Source: an optimization exercise on an open RTL-to-GDS flow (aim: small area and a short achievable clock period). Production flows keep margins and buffers that such runs may drop.
No run shown here included a check of the RTL's function; only the layout flow was run.
Power is estimated from default activity; no workload was simulated.

## flow/design.v (module list and top-level ports; edited modules follow where they fit)
// module ex2_1: 52 lines
// module ex2_1_add: 7 lines
// module ex2_1_tree: 1448 lines
module ex2_1 (
  input               clk, rst, validi,
  input        [31:0] data_in,
  output logic        valido,
  output logic [31:0] data_out
);
  // ...
==> flow/run.sh <==
#!/bin/bash
# synth_recipe.tcl (not shown) runs the flow's synth.tcl, then flattens the netlist and writes it again
# the make line also repeats each setting of config.mk as NAME=value (left out here)
make -C /OpenROAD-flow-scripts/flow DESIGN_CONFIG=/design/flow/config.mk WORK_HOME=/design/flow/orfs CLKGATE_MAP_FILE= SYNTH_SCRIPT=/design/flow/synth_recipe.tcl finish
==> flow/config.mk <==
export PLATFORM = sky130hd
export DESIGN_NAME = ex2_1
export DESIGN_NICKNAME = ex2_1
export VERILOG_FILES = /design/flow/design.v
export SDC_FILE = /design/flow/constraint.sdc
export NUM_CORES = 4
export LEC_CHECK = 0
export CAP_MARGIN = 20
export CORE_MARGIN = 2
export CORE_UTILIZATION = 40
export SETUP_SLACK_MARGIN = 5
export SLEW_MARGIN = 20
export SYNTH_HIERARCHICAL = 1
==> flow/constraint.sdc <==
create_clock -name core_clock -period 10.0 [get_ports {clk}]
set_input_delay 2.0000 -clock core_clock [delete_from_list [all_inputs] [get_ports {clk}]]
set_output_delay 2.0000 -clock core_clock [all_outputs]
set_load 0.01 [all_outputs]
==> flow_metrics.py, run 1 <==
metrics = {
    "power": {
        "p_switching_uw": 4320,
        "power.total_uw": 9310,
        "maxPowerGroup": "combinational cells",
        "vdd_ir_drop_max_v": 0.000301,
    },
    "timing": {
        "fmax_mhz": 186,
        "postLayoutSetupSlackWorst_ps": 4610,
        "worstMarginPinSlew_ps": 1010,
        "fin_setup_tns_ps": 0,
        "post-route-min-period_ps": 5390,
    },
    "worst_setup_path": {
        "cp-startpoint": "hi1_r[0]$_DFF_P_",
        "critPathRequiredTime_ps": 8000,
        "startpoint_type": "flip-flop",
        "cp-end-kind": "primary output",
        "cp.arrival_ps": 3390,
        "worstRegToRegCells": 15,
        "worstSetupEndpoint": "data_out[24]",
    },
    "worst_hold_path": {
        "hold_depth": 0,
        "hp-start": "h1$_DFF_PP0_",
        "hp-class": "flip-flop to flip-flop",
    },
    "placement": {
        "post-dp-hpwl_mm": 43.7,
        "dpl_cell_area_sq_mm": 0.0202,
        "post-place-ws_ps": 3790,
    },
    "finish": {
        "largest_class": "multi-input gates",
        "ff_latch_area_sq_mm": 0.00370,
        "clkbuf_count": 19,
        "nFlopsAndLatches": 184,
        "nFillCells": 4635,
        "clkCellAreaFrac": 0.0284,
    },
    "routing": {
        "dr_total_vias": 16900,
        "postRouteAntennaNets": 0,
        "drtIter0Drc": 1758,
        "wirelength_mm": 59.0,
        "drcViolationCount": 0,
    },
    "global_route": {
        "met1_usage": 0.318,
        "grt_pass1_vias": 16100,
    },
    "floorplan": {
        "coreArea_sq_mm": 0.0479,
        "die_x_um": 225,
        "ios": 68,
    },
    "cts": {
        "ctsHoldBuffers": 0,
        "cts_made_buffers": 17,
        "htreeDepth": 4,
        "cts.path.max_buffers": 2,
    },
    "yosys": {
        "synth_cells": 2240,
        "yosysWarningCount": 7,
    },
    "run_status": {
        "status": "no timing/DRC/antenna violations",
    },
}
==> module ex2_1_add, before the edit <==
module ex2_1_add #(parameter N = 32) (
  input  [N-1:0] a, b,
  input          ci,
  output [N:0]   s
);
  assign s = {1'b0, a} + {1'b0, b} + {{N{1'b0}}, ci};
endmodule
==> run 2, diff against run 1 <==
--- a/flow/design.v
+++ b/flow/design.v
@@ -55,7 +55,8 @@
   input          ci,
   output [N:0]   s
 );
-  assign s = {1'b0, a} + {1'b0, b} + {{N{1'b0}}, ci};
+  wire [N+1:0] t = {1'b0, a, ci} + {1'b0, b, ci};
+  assign s = t[N+1:1];
 endmodule
 module ex2_1_tree (
   input [31:0] xa, xa3, input [10:0] one, two, thr, fou, neg,
==> flow/flow/run.sh (new file) <==
#!/bin/bash
# The standard layout (standard.sh), with repair_timing asked for a larger setup margin.
export SETUP_SLACK_MARGIN=6
bash standard.sh > standard.log 2>&1
==> flow/standard.sh (new file) <==
#!/bin/bash
# synth_recipe.tcl (not shown) runs the flow's synth.tcl, then flattens the netlist and writes it again
# the make line also repeats each setting of config.mk as NAME=value (left out here)
make -C /OpenROAD-flow-scripts/flow DESIGN_CONFIG=/design/flow/config.mk WORK_HOME=/design/flow/orfs CLKGATE_MAP_FILE= SYNTH_SCRIPT=/design/flow/synth_recipe.tcl "${@:-finish}"
--- a/flow/config.mk
+++ b/flow/config.mk
@@ -8,6 +8,5 @@
 export CAP_MARGIN = 20
 export CORE_MARGIN = 2
 export CORE_UTILIZATION = 40
-export SETUP_SLACK_MARGIN = 5
 export SLEW_MARGIN = 20
 export SYNTH_HIERARCHICAL = 1
removed: flow/run.sh
==> run 2 against run 1 <==
Effect of this change:
- still clean
- total power grew 21%
- utilization is 5.7 points higher
- first-iteration DRC count shrank 4.7%
- combinational power grew 26%
- cell count rose by 6.4%
- sequential share of layout area decreased by 1.8 points
- critical path type unchanged
- critical endpoint is now data_out[29]
- largest power group unchanged
- highest routed layer is now met5
==> flow_metrics.py, run 2 <==
metrics = {
    "finish": {
        "ff_latch_area_sq_mm": 0.00382,
        "layout_commonest_cell": "xnor2_1",
        "stdcell_count": 2975,
        "nFillCells": 4565,
        "antennaDiodeCount": 0,
        "fin_nets": 2442,
        "area_delta_synth_final_pct": 22.0,
        "drive_above_1_share": 0.269,
        "post-route-util": 0.493,
        "final_cell_mix": "xnor2_1 (372), a22o_1 (160), a221oi_1 (129)",
        "multi_input_area_sq_mm": 0.0167,
    },
    "timing": {
        "slew_violations": 0,
        "whs_ps": 381,
        "fmax_mhz": 209,
        "rsz0062_at_grt": "true",
        "fin_setup_tns_ps": 0,
        "slew_headroom": 0.455,
        "setup_violations": 0,
        "post-route-min-period_ps": 4780,
        "skew_ps": 14.1,
        "post-route-period-util": 0.478,
        "final_hold_viol_count": 0,
        "worstMarginPinSlew_ps": 816,
    },
    "cts": {
        "worstSkewPairLatency_ps": 480,
        "cts_num_sinks": 184,
        "cts.path.max_buffers": 2,
        "cts_root_buf": "clkbuf_16",
        "cts_made_buffers": 17,
        "clkTransAtPathRegs_ps": 70,
        "cts_tree": "done",
        "htreeDepth": 4,
    },
    "worst_setup_path": {
        "crit_buf_inv": 3,
        "critPathRequiredTime_ps": 8000,
        "crit_path_max_fanout": 7,
        "critPathTopFamily": "compound AO/OA/AOI/OAI gates",
        "path_depth": 10,
        "critPathMaxStageDelay_ps": 380,
        "cp-startpoint": "hi1_r[6]$_DFF_P_",
        "cp.arrival_ps": 2780,
        "cp_slowest_cell": "a21oi_1",
        "cp-end-kind": "primary output",
        "path_class": "flip-flop to primary output",
        "r2r_end": "hi1_r[30]$_DFF_P_",
        "startpoint_type": "flip-flop",
        "rrSetupSlack_ps": 5900,
        "path_cells": "ha_4, a21oi_1, nand2_1, a31oi_4, buf_6, buf_6, a2bb2oi_4, mux2i_1, nand2_1, buf_2",
        "worstSetupEndpoint": "data_out[29]",
        "r2r-start": "thr[0]$_DFF_P_",
        "worstRegToRegCells": 17,
    },
    "power": {
        "vdd_ir_drop_max_v": 0.000344,
        "p_leak_uw": 0.00917,
        "p_per_area_mw_per_mm2": 468,
    },
    "floorplan": {
        "initial_core_util": 0.405,
        "die_y_um": 226,
        "dieArea_sq_mm": 0.0512,
        "die_x_um": 226,
        "num_rows": 81,
        "ios": 68,
        "coreArea_sq_mm": 0.0488,
    },
    "placement": {
        "post-dp-hpwl_mm": 45.6,
        "place_congestion": 0.943,
        "post-place-cells": 2829,
        "portBuffers": 67,
    },
    "global_route": {
        "overflow": 0,
        "grt_pass1_vias": 17300,
        "grt.total_usage": 0.252,
        "grt_max_degree": 37,
        "antenna_found_initial": 1,
        "grt_pass1_wl_mm": 100,
    },
    "yosys": {
        "synth_cells": 2278,
        "synth_area_per_cell_sq_um": 8.68,
        "syn-cell-area_sq_mm": 0.0198,
        "yosysWarningCount": 7,
    },
    "run_status": {
        "status": "no timing/DRC/antenna violations",
    },
    "routing": {
        "dr_total_vias": 17800,
        "drtIter0Drc": 1675,
        "vias_per_cell": 6.00,
        "postRouteAntennaNets": 0,
        "firstDrtPassIters": 9,
        "wirelength_mm": 67.1,
        "post_drt_wl_per_cell_um": 22.6,
        "drcViolationCount": 0,
    },
    "job": {
        "maxCapViolCount": 0,
    },
    "worst_hold_path": {
        "hp-class": "flip-flop to flip-flop",
    },
}
run 2: layer usage:
metal | share of wire | GRT usage | vias up
li1 | - | - | 8243
met1 | 0.41 | 0.322 | 8596
met2 | 0.46 | 0.402 | 799
met3 | 0.082 | 0.0581 | 207
met4 | 0.048 | 0.119 | 2
met5 | 0.0016 | 0 | -
run 2: per-stage QoR:
stage          worst slack [ps]  total power (uW)  area, sq um
6_report                   5220             11300        24100
5_1_grt                    5140             12300        24100
4_1_cts                    5300             10400        22600
3_5_place_dp               4810              9010        20600
3_3_place_gp               4880              8820        20600
2_1_floorplan              5690              9060        20000
run 2: timing repair:
item | 4_1_cts | 5_1_grt
resized for setup | 429 | 236
endpoints found under the setup margin | 63 | 47
buffers inserted | 55 | 54
hold buffers | 0 | 0
gates cloned | 0 | 6
pin swaps | 89 | 109
endpoints found under the hold margin | 0 | 0
run 2: layout make-up:
type,instances,area share
Clock inverter,13,0.00545
Timing Repair Buffer,220,0.0822
Clock buffer,18,0.0187
Multi-Input combinational cell,1813,0.691
Inverter,63,0.00991
Tap cell,664,0.0345
Sequential cell,184,0.158
run 2: how the worst min path moves through the flow:
stage                 startpoint      endpoint  slack (ps)  depth (start not counted)
finish              h1$_DFF_PP0_  h2$_DFF_PP0_         380                          0
global route        h1$_DFF_PP0_  h2$_DFF_PP0_         410                          0
CTS                 h1$_DFF_PP0_  h2$_DFF_PP0_         380                          0
detailed placement  h1$_DFF_PP0_  h2$_DFF_PP0_         360                          0
global placement    h1$_DFF_PP0_  h2$_DFF_PP0_         360                          0
floorplan           h1$_DFF_PP0_  h2$_DFF_PP0_         350                          0
run 2: power breakdown:
part	switching (uW)	internal [uW]
Clock	316	342
Sequential	226	1020
Combinational	4620	4750
Total	5160	6110

re-timing with driven ports:
No port has a modelled driver above. Below, the same layouts with a new extraction and two added sets of constraints.
Step 1 assumes that a clkbuf_16 drives the clock port and a buf_2 every other input.
Step 2, shift: input delay + t, output delay - t, t = (earliest + latest rising clock arrival at the registers) / 2. This alone moves slack from input paths to output paths.
Slacks: no drivers / after step 1 / after step 2; pairs: no drivers / after step 1.
| run | t (ns) | slack for setup (ns) | latest minus earliest clock arrival (ns) | worst data-port slew with drivers (ns) | cell pins on the clock port's net |
|---|---|---|---|---|---|
| run 1 | 0.516 | 4.610 / 4.558 / 4.636 | 0.019 / 0.020 | 0.05 | 1 |
| run 2 | 0.534 | 5.222 / 5.159 / 5.405 | 0.015 / 0.014 | 0.07 | 1 |
After both steps setup and hold are still met in every run listed.
